This is an optimization exercise on Yosys and OpenROAD, whose aim is small area, a short achievable clock period and few clock cycles, not a production implementation. In this exercise RTL edits were held to simulation tests only and were not proved equivalent to the original.

===== design/flow/config.mk =====
export PLATFORM = sky130hd
export DESIGN_NAME = GSIM
export DESIGN_NICKNAME = GSIM
export VERILOG_FILES = /design/flow/design.v
export SDC_FILE = /design/flow/constraint.sdc
export NUM_CORES = 4
export LEC_CHECK = 0
export CAP_MARGIN = 20
export CORE_MARGIN = 2
export CORE_UTILIZATION = 55
export PLACE_DENSITY = 0.65
export SLEW_MARGIN = 20

===== design/flow/constraint.sdc =====
create_clock -name core_clock -period 20.0 [get_ports {clk}]
set_input_delay 4.0000 -clock core_clock [delete_from_list [all_inputs] [get_ports {clk}]]
set_output_delay 4.0000 -clock core_clock [all_outputs]
set_load 0.01 [all_outputs]

===== design/flow/design.v =====
`timescale 1ns/10ps
module gs_csa #(parameter W = 8) (x, y, z, s, c);
input  [W-1:0] x, y, z;
output [W-1:0] s, c;
assign s = x ^ y ^ z;
assign c = {(x[W-2:0] & y[W-2:0]) | (x[W-2:0] & z[W-2:0]) | (y[W-2:0] & z[W-2:0]), 1'b0};
endmodule
module gs_bk #(parameter W = 8, parameter L = 3) (x, y, s);
input  [W-1:0] x, y;
output [W-1:0] s;
wire [W-1:0] gu [0:L];
wire [W-1:0] pu [0:L];
wire [W-1:0] gd [0:L];
assign gu[0] = x & y;
assign pu[0] = x ^ y;
genvar l, i;
generate
    for (l = 1; l <= L; l = l + 1) begin : up
        for (i = 0; i < W; i = i + 1) begin : b
            if ((i + 1) % (1 << l) == 0) begin : n
                assign gu[l][i] = gu[l-1][i] | (pu[l-1][i] & gu[l-1][i - (1 << (l-1))]);
                assign pu[l][i] = pu[l-1][i] & pu[l-1][i - (1 << (l-1))];
            end else begin : w
                assign gu[l][i] = gu[l-1][i];
                assign pu[l][i] = pu[l-1][i];
            end
        end
    end
    assign gd[L] = gu[L];
    for (l = L; l >= 1; l = l - 1) begin : dn
        for (i = 0; i < W; i = i + 1) begin : b
            if ((i + 1) % (1 << l) == (1 << (l-1)) && i >= (1 << l)) begin : n
                assign gd[l-1][i] = gd[l][i] | (pu[l-1][i] & gd[l][i - (1 << (l-1))]);
            end else begin : w
                assign gd[l-1][i] = gd[l][i];
            end
        end
    end
endgenerate
assign s = pu[0] ^ {gd[0][W-2:0], 1'b0};
endmodule
module gs_pre (m3, m2, p1, p2, b, rs, rc);
input  [48:0] m3, m2, p1, p2;
input  [15:0] b;
output [54:0] rs, rc;
wire [54:0] e3 = {{6{m3[48]}}, m3};
wire [54:0] e1 = {{6{p1[48]}}, p1};
wire [54:0] f2 = {{6{m2[48]}}, m2};
wire [54:0] g2 = {{6{p2[48]}}, p2};
wire [54:0] q0 = e3;
wire [54:0] q1 = e1 << 3;
wire [54:0] q2 = e1 << 2;
wire [54:0] q3 = e1;
wire [54:0] q4 = {{7{b[15]}}, b, 32'b0} + {55'h1 << 52} + 55'd16;
wire [54:0] q5 = f2 << 1;
wire [54:0] q6 = {~f2[51:0], 3'b000};                  
wire [54:0] q7 = g2 << 1;
wire [54:0] q8 = {~g2[51:0], 3'b000};                  
wire [54:0] s1, c1, s2, c2, s3, c3, s4, c4, s5, c5, s6, c6, s7, c7;
gs_csa #(55) k1 (q0, q1, q2, s1, c1);
gs_csa #(55) k2 (q3, q4, q5, s2, c2);
gs_csa #(55) k3 (q6, q7, q8, s3, c3);
gs_csa #(55) k4 (s1, c1, s2, s4, c4);
gs_csa #(55) k5 (c2, s3, c3, s5, c5);
gs_csa #(55) k6 (s4, c4, s5, s6, c6);
gs_csa #(55) k7 (s6, c6, c5, s7, c7);
assign rs = s7;
assign rc = c7;
endmodule
module gs_row (rs, rc, m1, p3, old, v, ne);
input  [54:0] rs, rc;
input  [48:0] m1, p3;
input  [48:0] old;
output [48:0] v;
output [6:0]  ne;    
wire [54:0] e1 = {{6{m1[48]}}, m1};
wire [54:0] e3 = {{6{p3[48]}}, p3};
wire [54:0] s1, c1, s2, c2, s3, c3, s4, c4, s5, c5, s6, c6;
gs_csa #(55) k1 (rs, rc, e1 << 3, s1, c1);
gs_csa #(55) k2 (e1 << 2, e1, e3, s2, c2);
gs_csa #(55) k3 (s1, c1, s2, s3, c3);
gs_csa #(55) k4 (s3, c3, c2, s4, c4);       
gs_csa #(55) k5 (s4, c4, s4 << 1, s5, c5);
gs_csa #(55) k6 (s5, c5, c4 << 1, s6, c6);  
wire [52:0] ab;
gs_bk #(53, 6) kab (s4[52:0], c4[52:0], ab);
wire [54:0] u  = s6 + c6;
wire [80:0] w0 = {28'b0, ab};
wire [80:0] w1 = {24'b0, u, 2'b0};
wire [80:0] w2 = {20'b0, u, 6'b0};
wire [80:0] w3 = {16'b0, u, 10'b0};
wire [80:0] w4 = {12'b0, u, 14'b0};
wire [80:0] w5 = { 8'b0, u, 18'b0};
wire [80:0] w6 = { 4'b0, u, 22'b0};
wire [80:0] w7 = {u, 26'b0};
wire [80:0] w8 = {29'h0 - 29'h0CCCCCCD, 52'b0};      
wire [80:0] t1, d1, t2, d2, t3, d3, t4, d4, t5, d5, t6, d6, t7, d7;
gs_csa #(81) m1_ (w0, w1, w2, t1, d1);
gs_csa #(81) m2_ (w3, w4, w5, t2, d2);
gs_csa #(81) m3_ (w6, w7, w8, t3, d3);
gs_csa #(81) m4_ (t1, d1, t2, t4, d4);
gs_csa #(81) m5_ (d2, t3, d3, t5, d5);
gs_csa #(81) m6_ (t4, d4, t5, t6, d6);
gs_csa #(81) m7_ (t6, d6, d5, t7, d7);
wire [80:0] pr = t7 + d7;
assign v = pr[80:32];
wire [32:0] lo = {1'b0, t7[31:0]} + {1'b0, d7[31:0]};
wire [48:0] ht = t7[80:32];
wire [48:0] hd = d7[80:32];
wire [48:0] kc = {(ht[47:0] & hd[47:0]) | ((ht[47:0] ^ hd[47:0]) & ~old[47:0]), lo[32]};
wire [48:0] df = ht ^ hd ^ old ^ kc;
genvar k;
generate for (k = 0; k < 7; k = k + 1) begin : gr
    assign ne[k] = |df[7*k +: 7];
end endgenerate
endmodule
module GSIM ( clk, reset, in_en, b_in, out_valid, x_out, iter_cnt);
input   clk ;
input   reset;
input   in_en;
output  out_valid;
input   [15:0]  b_in;
output  [31:0]  x_out;
output  [9:0]   iter_cnt;
localparam WS = 49;      
localparam WA = 55;      
reg  [WS*16-1:0] S;      
reg  [16*16-1:0] B;      
reg  [3:0]       ph;     
reg  [3:0]       phb, phc;  
reg  [3*2*4-1:0] mkc;    
reg  [9:0]       nst;    
reg  [9:0]       ndone;  
reg              done;
reg  [1:0]       osel;   
reg  [3:0]       act;    
reg  [3:0]       fq;     
reg  [3:0]       acc;    
reg  [WA*4-1:0]  RS, RC; 
reg  [6*4-1:0]   msk;    
reg  [7*4-1:0]   grp;    
assign out_valid = done;
assign iter_cnt  = ndone;
wire gs = (ph[1:0] == 2'd0) && (ph[3:2] == nst[1:0] + 2'd1) && !nst[9] && !done;
wire [3:0] phn = reset ? 4'd0 : ph + 4'd1;
wire [3:0] phbn = reset ? 4'd0 : phb + 4'd1;
wire [3:0] phcn = reset ? 4'd0 : phc + 4'd1;
wire [3*2*4-1:0] mkc_n;
wire [WS*4-1:0] nv;
wire [WA*4-1:0] RS_n, RC_n;
wire [6*4-1:0]  msk_n;
wire [7*4-1:0]  grp_n;
wire [3:0] now_v, row15, row1, cq;
genvar g;
generate for (g = 0; g < 4; g = g + 1) begin : u
    wire [3:0] row = ph + 4*g;           
    wire [3:0] rn  = phn + 4*g;          
    wire [3:0] rnn = rn + 4'd1;          
    assign msk_n[6*g +: 6] = {2'b00, rnn >= 4'd3, rnn >= 4'd2, rnn <= 4'd14, rnn <= 4'd13};
    wire [WS-1:0] cur = S[WS*(4*g)             +: WS];
    wire [WS-1:0] sm2 = S[WS*((4*g + 14) % 16) +: WS];
    wire [WS-1:0] sm1 = S[WS*((4*g + 15) % 16) +: WS];
    wire [WS-1:0] sp2 = S[WS*((4*g + 2) % 16)  +: WS];
    wire [WS-1:0] sp3 = S[WS*((4*g + 3) % 16)  +: WS];
    wire [15:0]   bn  = B[16*((4*g + 1) % 16)  +: 16];
    wire [3:0] rnb = phbn + 4*g;
    wire [3:0] rnc = phcn + 4*g;
    assign mkc_n[6*g +: 6] = {rnc >= 4'd1, rnc <= 4'd12, rnb >= 4'd1, rnb <= 4'd12, rn >= 4'd1, rn <= 4'd12};
    wire [WS-1:0] e1  = {{17{mkc[6*g + 5]}}, {16{mkc[6*g + 3]}}, {16{mkc[6*g + 1]}}};
    wire [WS-1:0] e3  = {{17{mkc[6*g + 4]}}, {16{mkc[6*g + 2]}}, {16{mkc[6*g + 0]}}};
    wire [WS-1:0] m1  = sm1 & e1;
    wire [WS-1:0] p3  = sp3 & e3;
    wire [6:0] ne;
    gs_row ur (RS[WA*g +: WA], RC[WA*g +: WA], m1, p3, cur, nv[WS*g +: WS], ne);
    wire [WS-1:0] m3n = sm2 & {WS{msk[6*g + 3]}};
    wire [WS-1:0] m2n = sm1 & {WS{msk[6*g + 2]}};
    wire [WS-1:0] p1n = sp2 & {WS{msk[6*g + 1]}};
    wire [WS-1:0] p2n = sp3 & {WS{msk[6*g + 0]}};
    gs_pre up (m3n, m2n, p1n, p2n, bn, RS_n[WA*g +: WA], RC_n[WA*g +: WA]);
    assign now_v[g] = act[g] | (gs & (row == 4'd0));
    assign row15[g] = (row == 4'd15);
    assign row1[g]  = (row == 4'd1);
    assign grp_n[7*g +: 7] = ne & {7{now_v[g]}};
    assign cq[g] = |grp[7*g +: 7];
end endgenerate
reg  [WS*16-1:0] S_n;
reg  [16*16-1:0] B_n;
integer p;
always @(*) begin
    for (p = 0; p < 15; p = p + 1) begin
        S_n[WS*p +: WS] = S[WS*(p + 1) +: WS];
        B_n[16*p +: 16] = B[16*(p + 1) +: 16];
    end
    S_n[WS*15 +: WS] = in_en  ? {{(WS-44){b_in[15]}}, b_in[15:4], 32'b0} :
                       now_v[0] ? nv[0 +: WS] : S[0 +: WS];
    B_n[16*15 +: 16] = in_en ? b_in : B[0 +: 16];
    if (now_v[1]) S_n[WS*3  +: WS] = nv[WS*1 +: WS];
    if (now_v[2]) S_n[WS*7  +: WS] = nv[WS*2 +: WS];
    if (now_v[3]) S_n[WS*11 +: WS] = nv[WS*3 +: WS];
end
wire       fin    = |fq;
wire       finchg = |(fq & (acc | cq));
wire [1:0] fint   = {fq[3] | fq[2], fq[3] | fq[1]};
always @(posedge clk) begin
    S   <= S_n;
    B   <= B_n;
    RS  <= RS_n;
    RC  <= RC_n;
    msk <= msk_n;
    mkc <= mkc_n;
    phb <= phbn;
    phc <= phcn;
    grp <= grp_n;
    ph  <= phn;
    if (reset) begin
        nst   <= 10'd0;
        ndone <= 10'd0;
        done  <= 1'b0;
        osel  <= 2'd0;
        act   <= 4'd0;
        fq    <= 4'd0;
        acc   <= 4'd0;
    end else begin
        nst   <= nst + {9'd0, gs};
        act   <= now_v & ~row15;
        fq    <= now_v & row15;
        acc   <= (acc & ~row1) | cq;
        if (fin & !done) begin
            ndone <= ndone + 10'd1;
            if (!finchg || ndone == 10'd511) begin
                done <= 1'b1;
                osel <= fint;
            end
        end
    end
end
reg [31:0] xo;
always @(*) begin
    case (osel)
        2'd0: xo = S[WS*15 + 16 +: 32];
        2'd1: xo = S[WS*3  + 16 +: 32];
        2'd2: xo = S[WS*7  + 16 +: 32];
        default: xo = S[WS*11 + 16 +: 32];
    endcase
end
assign x_out = xo;
endmodule

===== design/flow/flow/run.sh =====
#!/bin/bash
# Layout flow: the standard synthesis and layout, with two changes.
# 1. After the standard synthesis, fixinv.py flips the polarity of full-adder
#    cells where that removes inverters (a full adder is self-dual); the logic
#    function and every register stay as they are.
# 2. The layout's timing repair aims for extra setup slack (SETUP_SLACK_MARGIN 8)
#    so that the achieved period shrinks; constraints are unchanged.
# Each tool's output goes to a log file of its own in this folder.
set -euo pipefail
R=orfs/results/${FLOW_PLATFORM:-sky130hd}/GSIM/base
bash standard.sh synth > synth.log 2>&1
python3 flow/fixinv.py $R/1_2_yosys.v $R/1_2_yosys_fixinv.v > fixinv.log 2>&1
cp $R/1_2_yosys.v $R/1_2_yosys_orig.v
cp $R/1_2_yosys_fixinv.v $R/1_2_yosys.v
touch $R/1_2_yosys.v
bash standard.sh finish SETUP_SLACK_MARGIN=8 > layout.log 2>&1

===== design/flow/flow/fixinv.py =====
#!/usr/bin/env python3
"""Remove inverters around full adders in a flat sky130 netlist.

A full adder is self-dual: FA(~a, ~b, ~c) = (~sum, ~cout).  Synthesis maps
carry-save trees onto fa cells with arbitrary polarity and puts inverters
between them.  This flips the polarity of a full adder whenever that lowers
the inverter count, repeating until nothing improves.  The logic function of
the netlist does not change; registers and ports are left as they are.

usage: fixinv.py IN.v OUT.v
"""
import re, sys

src = open(sys.argv[1]).read()
m = re.search(r'^\s*sky130_fd_sc_hd__\w+\s+\S+\s*\(', src, re.M)
head = src[:m.start()]
tail_i = src.rindex('endmodule')
body = src[m.start():tail_i]
tail = src[tail_i:]

cell_re = re.compile(r'\s*(sky130_fd_sc_hd__\w+)\s+(\S+)\s*\((.*?)\);', re.S)
pin_re = re.compile(r'\.(\w+)\(\s*(.*?)\s*\)\s*(?:,|$)', re.S)
OUTS = {'X', 'Y', 'Q', 'Q_N', 'SUM', 'COUT'}

cells = {}      # name -> [type, {pin: net}]
order = []
pos = 0
for cm in cell_re.finditer(body):
    assert body[pos:cm.start()].strip() == '', body[pos:cm.start()][:200]
    pos = cm.end()
    typ, name, pins = cm.group(1), cm.group(2), cm.group(3)
    pd = {}
    for pm in pin_re.finditer(pins.strip()):
        pd[pm.group(1)] = pm.group(2).strip()
    cells[name] = [typ, pd]
    order.append(name)
assert body[pos:].strip() == ''

# port nets (anything named in the port list) count as fixed loads/drivers
ports = set()
for pm in re.finditer(r'^\s*(input|output)\s+(\[[^\]]*\]\s*)?(\S+);', head, re.M):
    ports.add(pm.group(3))
def is_port(net):
    return net.split('[')[0].lstrip('\\').strip() in {p.lstrip('\\') for p in ports} and not net.startswith('_')

drv = {}
loads = {}
def add_load(net, c, p):
    loads.setdefault(net, set()).add((c, p))
def rm_load(net, c, p):
    loads[net].discard((c, p))
for c in order:
    typ, pd = cells[c]
    for p, n in pd.items():
        if p in OUTS:
            drv[n] = (c, p)
        else:
            add_load(n, c, p)

def is_inv(c):
    return c in cells and cells[c][0].startswith('sky130_fd_sc_hd__inv_')
def is_fa(c):
    return c in cells and cells[c][0].startswith('sky130_fd_sc_hd__fa_')

inv_of = {}     # net -> an inverter whose input is net
for c in order:
    if is_inv(c):
        inv_of.setdefault(cells[c][1]['A'], set()).add(c)

cnt = [0]
newwires = []
def newnet():
    cnt[0] += 1
    n = '_fixinv_n%d_' % cnt[0]
    newwires.append(n)
    return n
def newinv(a):
    cnt[0] += 1
    c = '_fixinv_c%d_' % cnt[0]
    y = newnet()
    cells[c] = ['sky130_fd_sc_hd__inv_1', {'A': a, 'Y': y}]
    order.append(c)
    drv[y] = (c, 'Y')
    add_load(a, c, 'A')
    inv_of.setdefault(a, set()).add(c)
    return c, y
def delcell(c):
    typ, pd = cells.pop(c)
    for p, n in pd.items():
        if p in OUTS:
            del drv[n]
        else:
            rm_load(n, c, p)
    if typ.startswith('sky130_fd_sc_hd__inv_'):
        inv_of[pd['A']].discard(c)

def inv_out_ok(j):
    # an inverter on an FA output can be bypassed if its output is not a port
    return not is_port(cells[j][1]['Y'])

def gain(f):
    pd = cells[f][1]
    g = 0
    seen = {}
    for p in ('A', 'B', 'CIN'):
        n = pd[p]
        d = drv.get(n)
        if d and is_inv(d[0]):
            seen[d[0]] = seen.get(d[0], 0) + 1
        else:
            if not inv_of.get(n):
                g -= 1
    for i, k in seen.items():
        if len(loads[cells[i][1]['Y']]) == k:
            g += 1
    for p in ('SUM', 'COUT'):
        n = pd[p]
        other = is_port(n)
        for (c, q) in loads.get(n, ()):
            if is_inv(c) and inv_out_ok(c):
                g += 1
            else:
                other = True
        if other:
            g -= 1
    return g

def flip(f):
    pd = cells[f][1]
    for p in ('A', 'B', 'CIN'):
        n = pd[p]
        d = drv.get(n)
        if d and is_inv(d[0]):
            i = d[0]
            m_ = cells[i][1]['A']
            rm_load(n, f, p)
            pd[p] = m_
            add_load(m_, f, p)
            if not loads[n]:
                delcell(i)
        else:
            js = inv_of.get(n)
            if js:
                y = cells[next(iter(js))][1]['Y']
            else:
                _, y = newinv(n)
            rm_load(n, f, p)
            pd[p] = y
            add_load(y, f, p)
    for p in ('SUM', 'COUT'):
        n = pd[p]
        o2 = newnet()
        del drv[n]
        pd[p] = o2
        drv[o2] = (f, p)
        other = is_port(n)
        for (c, q) in list(loads.get(n, ())):
            if is_inv(c) and inv_out_ok(c):
                k = cells[c][1]['Y']
                for (c2, q2) in list(loads.get(k, ())):
                    rm_load(k, c2, q2)
                    cells[c2][1][q2] = o2
                    add_load(o2, c2, q2)
                delcell(c)
            else:
                other = True
        if other:
            # regenerate n = ~o2 with a new inverter driving n itself
            cnt[0] += 1
            c = '_fixinv_c%d_' % cnt[0]
            cells[c] = ['sky130_fd_sc_hd__inv_1', {'A': o2, 'Y': n}]
            order.append(c)
            drv[n] = (c, 'Y')
            add_load(o2, c, 'A')
            inv_of.setdefault(o2, set()).add(c)

before = sum(1 for c in cells if is_inv(c))
for it in range(50):
    changed = 0
    for f in list(order):
        if is_fa(f) and gain(f) > 0:
            flip(f)
            changed += 1
    if not changed:
        break
after = sum(1 for c in cells if is_inv(c))
sys.stderr.write('fixinv: inverters %d -> %d after %d passes\n' % (before, after, it + 1))

out = [head.rstrip('\n') + '\n']
for n in newwires:
    out.append('  wire %s;\n' % n)
for c in order:
    if c not in cells:
        continue
    typ, pd = cells[c]
    out.append('  %s %s (\n' % (typ, c))
    out.append(',\n'.join('    .%s(%s)' % (p, n if not n.startswith('\\') else n + ' ') for p, n in pd.items()))
    out.append('\n  );\n')
out.append(tail)
open(sys.argv[2], 'w').write(''.join(out))

===== design/flow/standard.sh =====
#!/bin/bash
# synth_recipe.tcl (not shown) runs the flow's synth.tcl, then flattens the netlist and writes it again
# the make line also repeats each setting of config.mk as NAME=value (left out here)
make -C /OpenROAD-flow-scripts/flow DESIGN_CONFIG=/design/flow/config.mk WORK_HOME=/design/flow/orfs CLKGATE_MAP_FILE= SYNTH_SCRIPT=/design/flow/synth_recipe.tcl "${@:-finish}"

==> run notes, run 1 <==
cts bufs inserted=192; library cell contributing the largest single delay on the critical path=sky130_fd_sc_hd__fa_1; number of buffer and inverter instances along the worst setup path=3; pin slew with the least headroom to its limit=1310 ps; Pins Over Slew Limit=0; most frequent standard cell in the layout excluding fill and tap cells=sky130_fd_sc_hd__fa_1; unrepaired setup endpoints after global routing=no; total die area=slightly above 0.3 mm2; worst setup slack for register-to-register paths=8260 ps; slowest cell delay on critical path=about 570 ps; core region area=0.306 mm2; Post-CTS Hold Fix Bufs=0; GP Congestion=1.02; Worst EP required=~21,000 ps; Starting Density=a little under three fifths; Synth-to-Final Area Change=9.61%; HPWL reported at the end of detailed placement=between 400,000 and 500,000 um; capturing point of the worst reg2reg path=S[587]; clock-pin slew on the worst setup and hold paths=70 ps; Post-Syn Instances=14,300; number of standard cells in the layout, taps in and fillers out=~19,000; Net count, final=between 15,000 and 20,000; total nets after synthesis=19,600; antenna violations before repair=93; clock latency of the later-clocked register in the worst-skew pair=between 900 and 1000 ps; aggregate global routing overflow=0; Setup crit start kind=flip-flop; overall routing resource usage=36.4%; TritonRoute pass-1 iters=8; CP top delay family=adder cells; setup violators final=0; cell repeated most along the worst path=sky130_fd_sc_hd__fa_1; first-pass GRT wire length=810,000 um; Max Clk Rate=between 80 and 90 MHz; post-route clock period utilization=58.7%; vias in the first global route=between 100k and 150k; max-slew headroom at the worst pin=between 10 and 15%; average wire per standard cell=28.9 um; Avg Cell Area, Syn=11.8 um2; clk_skew=69.0 ps; run status=timing/DRC/antenna clean; top library cells by usage in the layout, fill and taps aside=3,855 x sky130_fd_sc_hd__fa_1, 1,631 x sky130_fd_sc_hd__inv_1, 1,473 x sky130_fd_sc_hd__dfxtp_1; setup_tns=0 ps; worst slack after detailed placement=6200 ps; number of cells on the worst hold path=0; chip width=558 um; type of the tightest min-delay check=flip-flop to flip-flop; Detailed Route Iter0 Violations=7,809; final hold violation count=0; Via Count=109,000; Met2 Wirelength=254,000 um; share of final-layout standard cells stronger than drive strength 1=7.92%; kind of end point of the critical path=flip-flop; smallest setup slack after layout=8260 ps; warning count from the yosys run=2; Clock Tree Buf Depth=4; cell chosen for the clock root=sky130_fd_sc_hd__clkbuf_16; CP Max Fanout=6; die height=roughly 560 um; buffers added on ports=61; depth of the most critical reg-to-reg path=37; Core Rows=203; number of levels the H-tree was split into=4; startpoint of the most critical hold path=S[85]; CTS Sinks=1,583; maximum number of pins on one net before global-route repair=68; final critical path time including I/O delays and setup=11,740 ps; cell area after synthesis=0.169 mm2; Worst Hold Path EP=S[36]; max-cap violations=0; worst flop-to-flop path startpoint=S[543]; number of I/O pins=62; Setup CP Type=flip-flop to flip-flop; uppermost layer routed=met5; ANT nets after route=0; CTS tree=built; post-DR vias/cell=approximately 5.8; M1 WL=216,000 um; Routed Wire Length=548,000 um; endpoint arrival time on the critical path=between 10,000 and 15,000 ps; Placed Cells=18,400; routed wl met3=~44,000 um; post-route DRC violation count=0
-- registers in the layout (all words and copies together) (netlist names) --
register / flops
S: 784
B: 256
RS: 220
RC: 208
grp: 28
mkc: 24
msk: 16
ndone: 10
nst: 10
acc: 4
act: 4
fq: 4
ph: 4
phb: 4
phc: 4
osel: 2
done: 1
-- through the flow --
step	hold WS [ps]	area, um2	util, %
finish	292	185000	60.5
global route	303	185000	60.5
CTS	295	183000	60.0
detailed placement	312	175000	57.4
global placement	310	175000	57.4
floorplan	310	169000	-
-- worst max-delay path by stage --
stage          cells after the start  slack (ps)    from     end
4_1_cts                           38        7950  mkc[7]  S[188]
2_1_floorplan                     36        8990  mkc[7]  S[188]
5_1_grt                           42        7980  mkc[1]  S[771]
6_report                          37        8260  S[543]  S[587]
3_3_place_gp                      39        6180  mkc[6]  S[192]
3_5_place_dp                      35        6200  mkc[6]  S[188]
-- per-layer routing --
| metal | global-route usage, % | up-vias |
|---|---|---|
| met5 | 0 | - |
| met4 | 18.7 | 12 |
| met3 | 8.25 | 1062 |
| met2 | 57.6 | 3825 |
| met1 | 47.1 | 57500 |
| li1 | - | 47000 |
-- worst register-to-register path: cells and delay by family, from the launching register on --
family	cells	cell delay, ps
adders and majority gates	11	5330
AOI/OAI and AO/OA	16	3810
and+or+nand+nor	5	1160
DFF	1	510
buffers and inverters	3	420
xor gates and xnor gates	2	320
-- cell type report --
| class | instances | area (um2) |
|---|---|---|
| fillers | 25400 | 121000 |
| clock buffers | 247 | 5330 |
| flip-flops and latches | 1583 | 31900 |
| inverters | 1644 | 6170 |
| well taps | 4100 | 5130 |
| repair buffers | 354 | 2860 |
| multi-input cells | 10800 | 132000 |
| clock inverters | 105 | 1470 |
| diodes | 127 | 318 |
-- repair_timing --
action	CTS	global route
pin swaps	24	48
gates cloned	0	0
gates resized for setup	188	302
buffers inserted	28	39
hold endpoints to repair	0	0
setup endpoints to repair	169	111
Testbench counts, summed over its fixed seeds: cycles 32,524.
==> run 2: changes to the inputs <==
--- a/design/flow/flow/run.sh
+++ b/design/flow/flow/run.sh
@@ -5,3 +5,3 @@
 #    function and every register stay as they are.
-# 2. The layout's timing repair aims for extra setup slack (SETUP_SLACK_MARGIN 8)
+# 2. The layout's timing repair aims for extra setup slack (SETUP_SLACK_MARGIN 8.5)
 #    so that the achieved period shrinks; constraints are unchanged.
@@ -15,2 +15,2 @@
 touch $R/1_2_yosys.v
-bash standard.sh finish SETUP_SLACK_MARGIN=8 > layout.log 2>&1
+bash standard.sh finish SETUP_SLACK_MARGIN=8.5 > layout.log 2>&1
--- a/design/flow/config.mk
+++ b/design/flow/config.mk
@@ -9,4 +9,4 @@
 export CORE_MARGIN = 2
-export CORE_UTILIZATION = 55
-export PLACE_DENSITY = 0.65
+export CORE_UTILIZATION = 50
+export PLACE_DENSITY = 0.6
 export SLEW_MARGIN = 20
==> run notes, run 2 <==
top library cells by usage in the layout, fill and taps aside=3,768 x sky130_fd_sc_hd__fa_1, 1,602 x sky130_fd_sc_hd__inv_1, 1,470 x sky130_fd_sc_hd__dfxtp_1; ANT nets after route=0; maximum number of pins on one net before global-route repair=75; vias in the first global route=121,000; total nets after synthesis=19,600; capturing point of the worst reg2reg path=S[587]; Clock Tree Buf Depth=4; buffers added on ports=61; cts bufs inserted=191; timing endpoint of the critical path=S[587]; die height=585 um; clock-pin slew on the worst setup and hold paths=~70 ps; HPWL reported at the end of detailed placement=476,000 um; slowest cell delay on critical path=around 600 ps; Setup crit start kind=flip-flop; count of cell instances traversed by the critical path=38; run status=timing/DRC/antenna clean; Post-Syn Instances=14,300; CTS tree=built; Detailed Route Iter0 Violations=around 8,200; filler cell count in the final layout=29,000; Pins Over Slew Limit=0; setup violators final=0; Via Count=110,000; average wire per standard cell=28.1 um; unrepaired setup endpoints after global routing=yes; CTS Sinks=1,583; antenna violations before repair=98; Top Registers=S x784, B x256, RS x220; clk_skew=118 ps; cell area after synthesis=0.169 mm2; largest register by flop count=S; area used by sequential logic in the layout=0.0319 mm2; Net count, final=~20,000; final hold violation count=0; GP Congestion=1.01; area of the multi-input gates=0.133 mm2; post-route DRC violation count=0; Worst EP required=20,790 ps; Synth-to-Final Area Change=11.6%; depth of the most critical reg-to-reg path=38; library cell contributing the largest single delay on the critical path=sky130_fd_sc_hd__fa_1; max-slew headroom at the worst pin=21.7%; worst flop-to-flop path startpoint=mkc[19]; core occupancy in the finished layout=56.0%; overall routing resource usage=about a third; clock latency of the later-clocked register in the worst-skew pair=960 ps; worst setup path start=mkc[19]; Setup CP Type=flip-flop to flip-flop; post-DR vias/cell=5.63; CP Max Fanout=6; core region area=0.336 mm2; Avg Cell Area, Syn=between 10 and 15 um2; warning count from the yosys run=2; post-route clock period utilization=57.2%; aggregate global routing overflow=0; Core Rows=around 210; kind of end point of the critical path=flip-flop; total die area=0.342 mm2; Routed Wire Length=~550,000 um; CP top delay family=adder cells; worst setup slack for register-to-register paths=8550 ps; final critical path time including I/O delays and setup=11,450 ps; TritonRoute pass-1 iters=6; share of final-layout standard cells stronger than drive strength 1=11.1%; setup_tns=0 ps; flip-flop count of the largest register after layout=just under 800; pin slew with the least headroom to its limit=approximately 1200 ps; chip width=about 580 um; number of levels the H-tree was split into=4; Max Clk Rate=between 80 and 90 MHz; number of I/O pins=62; max-cap violations=0; number of buffer and inverter instances along the worst setup path=6; most frequent standard cell in the layout excluding fill and tap cells=sky130_fd_sc_hd__fa_1; endpoint arrival time on the critical path=approximately 12,000 ps; first-pass GRT wire length=811,000 um; cell repeated most along the worst path=sky130_fd_sc_hd__fa_1; Starting Density=50.2%; type of the tightest min-delay check=flip-flop to flip-flop; cell chosen for the clock root=sky130_fd_sc_hd__clkbuf_16
run 2: what timing repair did:
| item | in CTS | in global routing |
|---|---|---|
| pin swaps | 63 | 154 |
| setup endpoints to repair | 193 | 125 |
| hold buffers | 0 | 0 |
| gates resized for setup | 456 | 524 |
| buffers inserted | 63 | 132 |
run 2: layout make-up:
cell class	instances	share of cell area [%]
tap	4515	3.00
multi-input combinational	10800	70.9
antenna	62	0.0824
sequential	1583	17.0
timing repair buffer	502	2.18
clock inverter	97	0.729
clock buffer	248	2.84
inverter	1644	3.29
run 2: worst min-delay path by stage:
stage                 from      to  cells past startpoint
floorplan           B[116]  B[100]                      0
global route        S[466]  S[417]                      0
CTS                 S[466]  S[417]                      0
finish              S[466]  S[417]                      0
global placement    B[253]  B[237]                      0
detailed placement  B[129]  B[113]                      0
run 2: metrics by stage:
stage	cells	hold slack, ps	worst slack (ps)	cell area (um2)
floorplan	14300	310	8990	169000
global placement	18900	310	6070	176000
detailed placement	18900	312	6130	176000
CTS	19300	259	8490	185000
global route	19400	259	8360	188000
finish	19500	253	8550	188000
run 2: routing by layer:
metal	global-route usage [%]	wire length [um]
met1	44.9	226000
met2	51.7	251000
met3	5.89	40400
met4	14.0	29500
met5	0	122

[what the ideal ports hide]
The results above use ideal ports. As a check the final layouts listed here were re-extracted and re-timed, cells and wires unchanged. Step 1 (the two cells are an assumption about what drives the block):
set clk [get_ports {clk}]
set_driving_cell -lib_cell sky130_fd_sc_hd__clkbuf_16 $clk
set_driving_cell -lib_cell sky130_fd_sc_hd__buf_2 [delete_from_list [all_inputs] $clk]
Step 2 adds t to the input delays and takes it off the output delays; t is the mean of the earliest and latest rising clock arrival at the registers after step 1. Input paths then give back, and output paths get back, about the clock's delay inside the block. Slacks: no drivers / after step 1 / after step 2; pairs: no drivers / after step 1.
run | t (ns) | slack for setup (ns) | latest minus earliest clock arrival (ns)
run 1 | 0.995 | 8.259 / 8.259 / 8.259 | 0.073 / 0.072
run 2 | 0.999 | 8.553 / 8.553 / 8.553 | 0.120 / 0.120
After both steps setup and hold are still met in every run listed.
